From an optimization exercise on the open Yosys and OpenROAD flow, aimed at small area and a short achievable clock period; shortcuts taken in it are not production practice.
At most, simulation tests tie the RTL to the original design; equivalence was not proved.
The flow treats the clock pin as an ideal source, which a real chip does not have.
Power is estimated from default activity; no workload was simulated.

## top_module
module top_module(
    input clk,
    input rst,
    input [15:0] sw,
    input btnC,
    output reg [6:0] seg,
    output reg [3:0] an,
    output reg bitti,
    output [1:0] p
    );
    reg btnC_prev;
    reg s0, sira, p0, p1;
    reg s1;              
    reg arm;             
    reg [15:0] sayi0, sayi1;
    reg [15:0] m;
    assign p = {p1, p0};
    wire gir = btnC & ~btnC_prev;
    wire cmp = btnC & arm;
    wire [15:0] tah_n = ~(sw & {16{s1}});
    wire [15:0] sa_n;    
    mux16 smux(.sel(sira), .a(sayi0), .b(sayi1), .y_n(sa_n));
    wire [15:0] m_n;
    match_matrix mm(.g_n(tah_n), .s_n(sa_n), .m(m_n));
    always @(posedge clk) begin
        if (rst) begin
            btnC_prev <= 1'b0;
            s0 <= 1'b0;
            p0 <= 1'b1;
            s1 <= 1'b0;
            sira <= 1'b0;
            p1 <= 1'b1;
            arm <= 1'b0;
        end else begin
            btnC_prev <= btnC;
            arm <= ~btnC & s0 & ~bitti;
            if (gir) begin
                s0 <= 1'b1;
                if (s0) begin
                    p0 <= 1'b0;
                    s1 <= 1'b1;
                end
                sira <= ~sira;
            end
            if (cmp) p1 <= ~sira;
        end
    end
    wire win = btnC & arm & ~rst;
    wire bitti_n;
    win_set ws(.keep(bitti & ~rst), .win(win), .d({m_n[15], m_n[10], m_n[5], m_n[0]}), .y(bitti_n));
    always @(posedge clk)
        bitti <= bitti_n;
    always @(posedge clk) begin
        if (!s0) sayi0 <= sw;
        if (!s1) sayi1 <= sw;
        if (cmp) m <= m_n;
    end
    wire [3:0] v;
    digit_sel ds(.m(m), .s1(s1), .an(an), .v(v));
    wire [6:0] seg_n;
    hex7 hx(.v(v), .seg(seg_n));
    always @(posedge clk) begin
        if (rst) begin
            an <= 4'b1111;
            seg <= 7'b000_0000;
        end else begin
            an <= {an[2:0], an[3] & ~&an[2:0]};
            seg <= seg_n;
        end
    end
endmodule
Size: ~280 cells after synthesis, about 67 flip-flops, roughly 3600 µm² of cells after synthesis.
==> module digit_sel, before the edit <==
module digit_sel(
    input [15:0] m,
    input s1,
    input [3:0] an,
    output reg [3:0] v
    );
    function [1:0] fa(input x, input y, input z);
        fa = {(x & y) | (x & z) | (y & z), x ^ y ^ z};
    endfunction
    wire [1:0] d0 = fa(m[0], m[5], m[10]);
    wire b0 = d0[0] ^ m[15];
    wire e0 = d0[0] & m[15];
    wire [2:0] bull = {d0[1] & e0, d0[1] ^ e0, b0};
    wire [1:0] f0 = fa(m[1], m[2], m[3]);
    wire [1:0] f1 = fa(m[4], m[6], m[7]);
    wire [1:0] f2 = fa(m[8], m[9], m[11]);
    wire [1:0] f3 = fa(m[12], m[13], m[14]);
    wire [1:0] g0 = fa(f0[0], f1[0], f2[0]);
    wire [1:0] g1 = fa(f0[1], f1[1], f2[1]);
    wire c0 = g0[0] ^ f3[0];
    wire k0 = g0[0] & f3[0];
    wire [1:0] g2 = fa(g0[1], g1[0], f3[1]);
    wire c1, k1, h, c2, c3;
    g_xor2 x1(.a(g2[0]), .b(k0), .y(c1));
    g_and2 a1(.a(g2[0]), .b(k0), .y(k1));
    g_xor2 x2(.a(g1[1]), .b(g2[1]), .y(h));
    g_xor2 x3(.a(h), .b(k1), .y(c2));
    g_maj3 j3(.a(g1[1]), .b(g2[1]), .c(k1), .y(c3));
    wire [3:0] cow = {c3, c2, c1, c0};
    always @(*)
        if (!an[0]) v = 4'hC;
        else if (!an[1]) v = s1 ? {1'b0, bull} : 4'h0;
        else if (!an[2]) v = 4'hB;
        else v = s1 ? cow : 4'h0;
endmodule
==> flow/config.mk <==
export PLATFORM = sky130hd
export DESIGN_NAME = top_module
export DESIGN_NICKNAME = top_module
export VERILOG_FILES = /design/flow/design.v
export SDC_FILE = /design/flow/constraint.sdc
export NUM_CORES = 4
export LEC_CHECK = 0
export ABC_AREA = 0
export CAP_MARGIN = 20
export CORE_MARGIN = 2
export CORE_UTILIZATION = 70
export SLEW_MARGIN = 20
export SYNTH_HIERARCHICAL = 1
==> flow/constraint.sdc <==
create_clock -name core_clock -period 12.5 [get_ports {clk}]
set_input_delay 2.5000 -clock core_clock [delete_from_list [all_inputs] [get_ports {clk}]]
set_output_delay 2.5000 -clock core_clock [all_outputs]
set_load 0.01 [all_outputs]
standard.sh (not shown) runs the stock make flow with config.mk's settings and CLKGATE_MAP_FILE= SYNTH_SCRIPT=/design/flow/synth_recipe.tcl, a recipe that flattens the netlist after the stock synthesis.
==> flow/flow/run.sh <==
#!/bin/bash
# The standard ORFS layout (standard.sh) with three changes: plain
# buffers (not delay cells) on the ports, no dummy loads in the clock tree,
# and after clock tree synthesis a resizing pass (flow/post_cts.tcl) that
# sizes the critical paths up to a tighter target and then downsizes the
# cells that are larger than the timing needs. Each step's full output goes
# to its own log here (synth.log, layout.log) and to ORFS's logs/.
set -euo pipefail
here=$(pwd)
bash standard.sh synth > synth.log 2>&1
bash standard.sh \
  "BUFFER_PORTS_ARGS=-buffer_cell sky130_fd_sc_hd__buf_1" \
  "CTS_ARGS=-sink_clustering_enable -repair_clock_nets -dont_use_dummy_load" \
  "POST_CTS_TCL=$here/flow/post_cts.tcl" \
  finish > layout.log 2>&1
Other scripts of this flow, unchanged in this note and not shown: flow/flow/downsize.tcl, flow/flow/margin.txt, flow/flow/post_cts.tcl
Then changed:
--- a/flow/design.v
+++ b/flow/design.v
@@ -117,9 +117,10 @@
     wire [1:0] f2 = fa(m[8], m[9], m[11]);
     wire [1:0] f3 = fa(m[12], m[13], m[14]);
-    wire [1:0] g0 = fa(f0[0], f1[0], f2[0]);
-    wire [1:0] g1 = fa(f0[1], f1[1], f2[1]);
+    wire [1:0] g0, g1, g2;
+    g_fa ad0(.a(f0[0]), .b(f1[0]), .c(f2[0]), .s(g0[0]), .co(g0[1]));
+    g_fa ad1(.a(f0[1]), .b(f1[1]), .c(f2[1]), .s(g1[0]), .co(g1[1]));
     wire c0 = g0[0] ^ f3[0];
     wire k0 = g0[0] & f3[0];
-    wire [1:0] g2 = fa(g0[1], g1[0], f3[1]);
+    g_fa ad2(.a(g0[1]), .b(g1[0]), .c(f3[1]), .s(g2[0]), .co(g2[1]));
     wire c1, k1, h, c2, c3;
     g_xor2 x1(.a(g2[0]), .b(k0), .y(c1));
@@ -157,4 +158,10 @@
     g_o21ai o(.a1(~win), .a2(nd), .b1(~keep), .y(y));
 endmodule
+module g_fa(input a, input b, input c, output s, output co);
+    wire h;
+    g_xor2 x0(.a(a), .b(b), .y(h));
+    g_xor2 x1(.a(h), .b(c), .y(s));
+    g_maj3 j(.a(a), .b(b), .c(c), .y(co));
+endmodule
 module g_xor2(input a, input b, output y);
     assign y = a ^ b;
What happened: The new run finished with timing, DRC and antenna clean; worst setup slack degrades by 51 ps; routed wire length climbs by a few percent; cell area shrinks slightly; global-route usage climbs by 0.11 points; first-iteration DRC count decreases by roughly a tenth.
For the second run of this note, only the layout was checked, not whether the RTL still works.

* * *

## red
top_module, a different RTL version from the one above (not shown whole).
For scale: roughly 420 cells after synthesis, roughly 67 flip-flops, roughly 33 I/O pins.
==> module top_module, before the edit <==
module top_module(
    input clk,
    input rst,
    input [15:0] sw,
    input btnC,
    output reg [6:0] seg,
    output reg [3:0] an,
    output reg bitti,
    output [1:0] p
    );
    reg btnC_prev;
    reg s0, sira, p0, p1;
    reg s1;              
    reg arm;             
    reg [15:0] sayi0, sayi1;
    reg [15:0] m;
    assign p = {p1, p0};
    wire gir = btnC & ~btnC_prev;
    wire cmp = btnC & arm;
    wire [15:0] tah = s1 ? sw : 16'd0;
    wire [15:0] sa = sira ? sayi0 : sayi1;
    reg [15:0] m_n;
    integer i, j;
    always @(*)
        for (i = 0; i < 4; i = i + 1)
            for (j = 0; j < 4; j = j + 1)
                m_n[4*i+j] = tah[4*i +: 4] == sa[4*j +: 4];
    always @(posedge clk) begin
        if (rst) begin
            btnC_prev <= 1'b0;
            s0 <= 1'b0;
            p0 <= 1'b1;
            s1 <= 1'b0;
            sira <= 1'b0;
            p1 <= 1'b1;
            bitti <= 1'b0;
            arm <= 1'b0;
        end else begin
            btnC_prev <= btnC;
            arm <= ~btnC & s0 & ~bitti;
            if (gir) begin
                s0 <= 1'b1;
                if (s0) begin
                    p0 <= 1'b0;
                    s1 <= 1'b1;
                end
                sira <= ~sira;
            end
            if (cmp) begin
                p1 <= ~sira;
                if (m_n[0] & m_n[5] & m_n[10] & m_n[15]) bitti <= 1'b1;
            end
        end
    end
    always @(posedge clk) begin
        if (!s0) sayi0 <= sw;
        if (!s1) sayi1 <= sw;
        if (cmp) m <= m_n;
    end
    wire [2:0] bull = !s1 ? 3'd0 : m[0] + m[5] + m[10] + m[15];
    wire [3:0] rs, rc;
    genvar r;
    generate
        for (r = 0; r < 4; r = r + 1) begin : row
            wire a = m[4*r + (r+1)%4];
            wire b = m[4*r + (r+2)%4];
            wire c = m[4*r + (r+3)%4];
            assign rs[r] = a ^ b ^ c;
            assign rc[r] = (a & b) | (a & c) | (b & c);
        end
    endgenerate
    wire [2:0] ss = (rs[0] + rs[1]) + (rs[2] + rs[3]);
    wire [2:0] sc = (rc[0] + rc[1]) + (rc[2] + rc[3]);
    wire [3:0] cow = !s1 ? 4'd0 : ss + {sc, 1'b0};
    function [6:0] hex(input [3:0] v);
        case (v)
            4'h0: hex = 7'b000_0001;
            4'h1: hex = 7'b100_1111;
            4'h2: hex = 7'b001_0010;
            4'h3: hex = 7'b000_0110;
            4'h4: hex = 7'b100_1100;
            4'h5: hex = 7'b010_0100;
            4'h6: hex = 7'b010_0000;
            4'h7: hex = 7'b000_1111;
            4'h8: hex = 7'b000_0000;
            4'h9: hex = 7'b000_0100;
            4'hA: hex = 7'b000_1000;
            4'hB: hex = 7'b110_0000;
            4'hC: hex = 7'b011_0001;
            4'hD: hex = 7'b100_0010;
            4'hE: hex = 7'b011_0000;
            default: hex = 7'b011_1000;
        endcase
    endfunction
    always @(posedge clk) begin
        if (rst) begin
            an <= 4'b1111;
            seg <= 7'b000_0000;
        end else if (!an[0]) begin
            an <= 4'b1101;
            seg <= 7'b011_0001;
        end else if (!an[1]) begin
            an <= 4'b1011;
            seg <= hex({1'b0, bull});
        end else if (!an[2]) begin
            an <= 4'b0111;
            seg <= 7'b110_0000;
        end else begin
            an <= 4'b1110;
            seg <= hex(cow);
        end
    end
endmodule
export LEC_CHECK = 0
export CAP_MARGIN = 20
export CORE_MARGIN = 2
export CORE_UTILIZATION = 40
export SLEW_MARGIN = 20
create_clock -name core_clock -period 12.5 [get_ports {clk}]
==> flow/flow/run.sh <==
#!/bin/bash
# Standard ORFS layout, with plain buffers (not delay cells) on the ports.
set -euo pipefail
bash standard.sh synth > synth.log 2>&1
bash standard.sh "BUFFER_PORTS_ARGS=-buffer_cell sky130_fd_sc_hd__buf_1" finish > layout.log 2>&1
Inputs modified between red and blue:
--- a/flow/design.v
+++ b/flow/design.v
@@ -8,19 +8,17 @@
     output reg [3:0] an,
     output reg bitti,
     output [1:0] p
     );
     reg btnC_prev;
-    reg s0, sira, p0, p1;
-    reg s1;              
-    reg arm;             
+    reg s0, p0, sira, p1;
     reg [15:0] sayi0, sayi1;
     reg [15:0] m;
     assign p = {p1, p0};
     wire gir = btnC & ~btnC_prev;
-    wire cmp = btnC & arm;
-    wire [15:0] tah = s1 ? sw : 16'd0;
+    wire cmp = gir & s0 & ~bitti;
+    wire [15:0] tah = p0 ? 16'd0 : sw;
     wire [15:0] sa = sira ? sayi0 : sayi1;
     reg [15:0] m_n;
     integer i, j;
     always @(*)
         for (i = 0; i < 4; i = i + 1)
@@ -29,52 +27,35 @@
     always @(posedge clk) begin
         if (rst) begin
             btnC_prev <= 1'b0;
             s0 <= 1'b0;
             p0 <= 1'b1;
-            s1 <= 1'b0;
             sira <= 1'b0;
             p1 <= 1'b1;
             bitti <= 1'b0;
-            arm <= 1'b0;
         end else begin
             btnC_prev <= btnC;
-            arm <= ~btnC & s0 & ~bitti;
             if (gir) begin
                 s0 <= 1'b1;
-                if (s0) begin
-                    p0 <= 1'b0;
-                    s1 <= 1'b1;
-                end
+                if (s0) p0 <= 1'b0;
                 sira <= ~sira;
             end
             if (cmp) begin
                 p1 <= ~sira;
                 if (m_n[0] & m_n[5] & m_n[10] & m_n[15]) bitti <= 1'b1;
             end
         end
     end
     always @(posedge clk) begin
         if (!s0) sayi0 <= sw;
-        if (!s1) sayi1 <= sw;
+        if (p0) sayi1 <= sw;
         if (cmp) m <= m_n;
     end
-    wire [2:0] bull = !s1 ? 3'd0 : m[0] + m[5] + m[10] + m[15];
-    wire [3:0] rs, rc;
-    genvar r;
-    generate
-        for (r = 0; r < 4; r = r + 1) begin : row
-            wire a = m[4*r + (r+1)%4];
-            wire b = m[4*r + (r+2)%4];
-            wire c = m[4*r + (r+3)%4];
-            assign rs[r] = a ^ b ^ c;
-            assign rc[r] = (a & b) | (a & c) | (b & c);
-        end
-    endgenerate
-    wire [2:0] ss = (rs[0] + rs[1]) + (rs[2] + rs[3]);
-    wire [2:0] sc = (rc[0] + rc[1]) + (rc[2] + rc[3]);
-    wire [3:0] cow = !s1 ? 4'd0 : ss + {sc, 1'b0};
+    wire [2:0] bull = p0 ? 3'd0 : m[0] + m[5] + m[10] + m[15];
+    wire [3:0] cow = p0 ? 4'd0 :
+        m[1] + m[2] + m[3] + m[4] + m[6] + m[7] +
+        m[8] + m[9] + m[11] + m[12] + m[13] + m[14];
     function [6:0] hex(input [3:0] v);
         case (v)
             4'h0: hex = 7'b000_0001;
             4'h1: hex = 7'b100_1111;
             4'h2: hex = 7'b001_0010;
[summary]
- blue ends up with higher combinational group share of total power than red does.
- Changes observed in blue relative to red: reg2reg setup slack now sits lower; cell count of the worst reg-to-reg path now sits higher; routed wire length now sits lower; overall power of the completed layout now sits higher.
- Re sequential share of layout area: red and blue aren't equal, and the lower value belongs to blue.
Function not checked in blue: the RTL went through the layout flow alone.

* * *

the previous run:
The RTL this note starts from:
==> flow/design.v <==
`timescale 1ns / 1ps
module top_module(
    input clk,
    input rst,
    input [15:0] sw,
    input btnC,
    output reg [6:0] seg,
    output reg [3:0] an,
    output reg bitti,
    output [1:0] p
    );
    reg btnC_prev;
    reg s0, sira, p0, p1;
    reg s1;              
    reg arm;             
    reg [15:0] sayi0, sayi1;
    reg [15:0] m;
    assign p = {p1, p0};
    wire gir = btnC & ~btnC_prev;
    wire cmp = btnC & arm;
    wire [15:0] tah = sw & {16{s1}};
    wire [15:0] sa;
    mux16 smux(.sel(sira), .a(sayi0), .b(sayi1), .y(sa));
    wire [15:0] m_n;
    match_matrix mm(.g(tah), .s(sa), .m(m_n));
    always @(posedge clk) begin
        if (rst) begin
            btnC_prev <= 1'b0;
            s0 <= 1'b0;
            p0 <= 1'b1;
            s1 <= 1'b0;
            sira <= 1'b0;
            p1 <= 1'b1;
            bitti <= 1'b0;
            arm <= 1'b0;
        end else begin
            btnC_prev <= btnC;
            arm <= ~btnC & s0 & ~bitti;
            if (gir) begin
                s0 <= 1'b1;
                if (s0) begin
                    p0 <= 1'b0;
                    s1 <= 1'b1;
                end
                sira <= ~sira;
            end
            if (cmp) begin
                p1 <= ~sira;
                if (m_n[0] & m_n[5] & m_n[10] & m_n[15]) bitti <= 1'b1;
            end
        end
    end
    always @(posedge clk) begin
        if (!s0) sayi0 <= sw;
        if (!s1) sayi1 <= sw;
        if (cmp) m <= m_n;
    end
    wire [3:0] v;
    digit_sel ds(.m(m), .s1(s1), .an(an), .v(v));
    wire [6:0] seg_n;
    hex7 hx(.v(v), .seg(seg_n));
    always @(posedge clk) begin
        if (rst) begin
            an <= 4'b1111;
            seg <= 7'b000_0000;
        end else begin
            an <= {an[2:0], an[3] & ~&an[2:0]};
            seg <= seg_n;
        end
    end
endmodule
module mux16(
    input sel,
    input [15:0] a,
    input [15:0] b,
    output [15:0] y
    );
    assign y = sel ? a : b;
endmodule
module match_matrix(
    input [15:0] g,
    input [15:0] s,
    output [15:0] m
    );
    genvar i, j;
    generate
        for (i = 0; i < 4; i = i + 1) begin : gi
            for (j = 0; j < 4; j = j + 1) begin : gj
                eq4 e(.a(g[4*i +: 4]), .b(s[4*j +: 4]), .y(m[4*i+j]));
            end
        end
    endgenerate
endmodule
module eq4(
    input [3:0] a,
    input [3:0] b,
    output y
    );
    assign y = a == b;
endmodule
module digit_sel(
    input [15:0] m,
    input s1,
    input [3:0] an,
    output reg [3:0] v
    );
    function [1:0] fa(input x, input y, input z);
        fa = {(x & y) | (x & z) | (y & z), x ^ y ^ z};
    endfunction
    wire [1:0] d0 = fa(m[0], m[5], m[10]);
    wire b0 = d0[0] ^ m[15];
    wire e0 = d0[0] & m[15];
    wire [2:0] bull = {d0[1] & e0, d0[1] ^ e0, b0};
    wire [1:0] f0 = fa(m[1], m[2], m[3]);
    wire [1:0] f1 = fa(m[4], m[6], m[7]);
    wire [1:0] f2 = fa(m[8], m[9], m[11]);
    wire [1:0] f3 = fa(m[12], m[13], m[14]);
    wire [1:0] g0 = fa(f0[0], f1[0], f2[0]);
    wire [1:0] g1 = fa(f0[1], f1[1], f2[1]);
    wire c0 = g0[0] ^ f3[0];
    wire k0 = g0[0] & f3[0];
    wire [1:0] g2 = fa(g0[1], g1[0], f3[1]);
    wire c1 = g2[0] ^ k0;
    wire k1 = g2[0] & k0;
    wire [1:0] g3 = fa(g1[1], g2[1], k1);
    wire [3:0] cow = {g3[1], g3[0], c1, c0};
    always @(*)
        if (!an[0]) v = 4'hC;
        else if (!an[1]) v = s1 ? {1'b0, bull} : 4'h0;
        else if (!an[2]) v = 4'hB;
        else v = s1 ? cow : 4'h0;
endmodule
module hex7(
    input [3:0] v,
    output [6:0] seg
    );
    assign seg[0] = (~v[3] & ~v[2] & ~v[1]) | (v[3] & v[2]) | (v[2] & v[1] & v[0]);
    assign seg[1] = (~v[3] & ~v[2] & v[0]) | (~v[3] & ~v[2] & v[1]) | (~v[3] & v[1] & v[0]);
    assign seg[2] = (~v[3] & v[0]) | (~v[1] & v[0]) | (~v[3] & v[2] & ~v[1]);
    assign seg[3] = (v[3] & v[1] & ~v[0]) | (v[2] & v[1] & v[0]) | (~v[3] & v[2] & ~v[1] & ~v[0]) | (~v[3] & ~v[2] & ~v[1] & v[0]);
    assign seg[4] = (v[3] & v[2]) | (~v[3] & ~v[2] & v[1] & ~v[0]);
    assign seg[5] = (v[3] & v[2]) | (v[2] & v[1] & ~v[0]) | (v[3] & v[1] & v[0]) | (v[2] & ~v[1] & v[0]);
    assign seg[6] = (v[3] & v[1] & v[0]) | (~v[3] & v[2] & ~v[1] & ~v[0]) | (~v[3] & ~v[2] & ~v[1] & v[0]);
endmodule
==> flow/config.mk <==
export PLATFORM = sky130hd
export DESIGN_NAME = top_module
export DESIGN_NICKNAME = top_module
export VERILOG_FILES = /design/flow/design.v
export SDC_FILE = /design/flow/constraint.sdc
export NUM_CORES = 4
export LEC_CHECK = 0
export ABC_AREA = 0
export CAP_MARGIN = 20
export CORE_MARGIN = 2
export CORE_UTILIZATION = 65
export SLEW_MARGIN = 20
export SYNTH_HIERARCHICAL = 1
==> flow/constraint.sdc <==
create_clock -name core_clock -period 12.5 [get_ports {clk}]
set_input_delay 2.5000 -clock core_clock [delete_from_list [all_inputs] [get_ports {clk}]]
set_output_delay 2.5000 -clock core_clock [all_outputs]
set_load 0.01 [all_outputs]
==> flow/flow/run.sh <==
#!/bin/bash
# ORFS layout with plain buffers on the ports, a small clock tree, and after
# clock tree synthesis a resizing pass (flow/post_cts.tcl) that trades slack
# for area and then sizes the critical paths up to a tighter target.
set -euo pipefail
here=$(pwd)
bash standard.sh synth > synth.log 2>&1
bash standard.sh \
  "BUFFER_PORTS_ARGS=-buffer_cell sky130_fd_sc_hd__buf_1" \
  "CTS_ARGS=-sink_clustering_enable -repair_clock_nets -dont_use_dummy_load" \
  "POST_CTS_TCL=$here/flow/post_cts.tcl" \
  finish > layout.log 2>&1
Other scripts of this flow, unchanged in this note and not shown: flow/flow/downsize.tcl, flow/flow/margin.txt, flow/flow/post_cts.tcl
#### Input delta (the current run over the previous run)
diff --git a/flow/design.v b/flow/design.v
--- a/flow/design.v
+++ b/flow/design.v
@@ -54,21 +54,17 @@
         if (!s0) sayi0 <= sw;
         if (!s1) sayi1 <= sw;
         if (cmp) m <= m_n;
     end
     wire [3:0] v;
-    digit_sel ds(.m(m), .s1(s1), .an(an), .v(v));
+    digit_sel ds(.m(m), .s1(s1), .rst(rst), .an(an), .v(v));
     wire [6:0] seg_n;
     hex7 hx(.v(v), .seg(seg_n));
     always @(posedge clk) begin
-        if (rst) begin
-            an <= 4'b1111;
-            seg <= 7'b000_0000;
-        end else begin
-            an <= {an[2:0], an[3] & ~&an[2:0]};
-            seg <= seg_n;
-        end
+        if (rst) an <= 4'b1111;
+        else an <= {an[2:0], an[3] & ~&an[2:0]};
+        seg <= seg_n;
     end
 endmodule
 module mux16(
     input sel,
     input [15:0] a,
@@ -99,10 +95,11 @@
     assign y = a == b;
 endmodule
 module digit_sel(
     input [15:0] m,
     input s1,
+    input rst,
     input [3:0] an,
     output reg [3:0] v
     );
     function [1:0] fa(input x, input y, input z);
         fa = {(x & y) | (x & z) | (y & z), x ^ y ^ z};
@@ -123,11 +120,12 @@
     wire c1 = g2[0] ^ k0;
     wire k1 = g2[0] & k0;
     wire [1:0] g3 = fa(g1[1], g2[1], k1);
     wire [3:0] cow = {g3[1], g3[0], c1, c0};
     always @(*)
-        if (!an[0]) v = 4'hC;
+        if (rst) v = 4'h8;
+        else if (!an[0]) v = 4'hC;
         else if (!an[1]) v = s1 ? {1'b0, bull} : 4'h0;
         else if (!an[2]) v = 4'hB;
         else v = s1 ? cow : 4'h0;
 endmodule
 module hex7(
==> comparison <==
- The current run against the previous run: combinational fraction of design power now sits lower, post-synthesis share of cell area spent on and, or, nand and nor gates dropped 1.4 points.
- Floorplan check, the current run vs the previous run: die outline smaller in the current run
- The lower part of the cycle the worst path needs came out of the previous run.
- Looking at path depth of the worst reg2reg path, the current run sits 1 below the previous run.
- The current run vs the previous run on growth of design area from synthesis to finish: the current run is the higher one.
- Across both runs, non-clock buffer count was higher for the current run than for the previous run.
- The previous run → the current run: sequential cell power has remained practically unchanged, met2 wirelength from detailed routing saw an increase.
No run of this note included a check of the RTL's function; only the layout flow was run.

-- static timing again, ports no longer ideal --
How much do the figures lean on ideal ports? The routed layouts below were timed once more, with nothing changed but the port constraints. Step 1 assumes that a clkbuf_16 drives the clock port and a buf_2 every other input. Step 2 times the ports against the registers' clock, not the clock port: input delays grow and output delays shrink by t, the midpoint of the rising clock arrivals with the driver on. Slacks: no drivers / after step 1 / after step 2; pairs: no drivers / after step 1.
run	shift t [ns]	setup slack, ns	hold WS [ns]
the first run of note 1	0.353	9.072 / 9.079 / 8.726	0.461 / 0.461 / 0.461
the second run of note 1	0.358	9.021 / 9.028 / 8.669	0.451 / 0.451 / 0.451
red	0.379	8.799 / 8.799 / 8.529	0.444 / 0.444 / 0.444
blue	0.374	8.032 / 8.032 / 8.032	0.503 / 0.503 / 0.503
the previous run	0.361	8.967 / 8.971 / 8.618	0.456 / 0.456 / 0.456
the current run	0.364	8.942 / 8.948 / 8.584	0.459 / 0.459 / 0.459
After both steps every run listed still meets setup and hold. The setup slack of the current run, which loses most, moves by +0.006 ns with the drivers and by -0.358 ns with both steps.
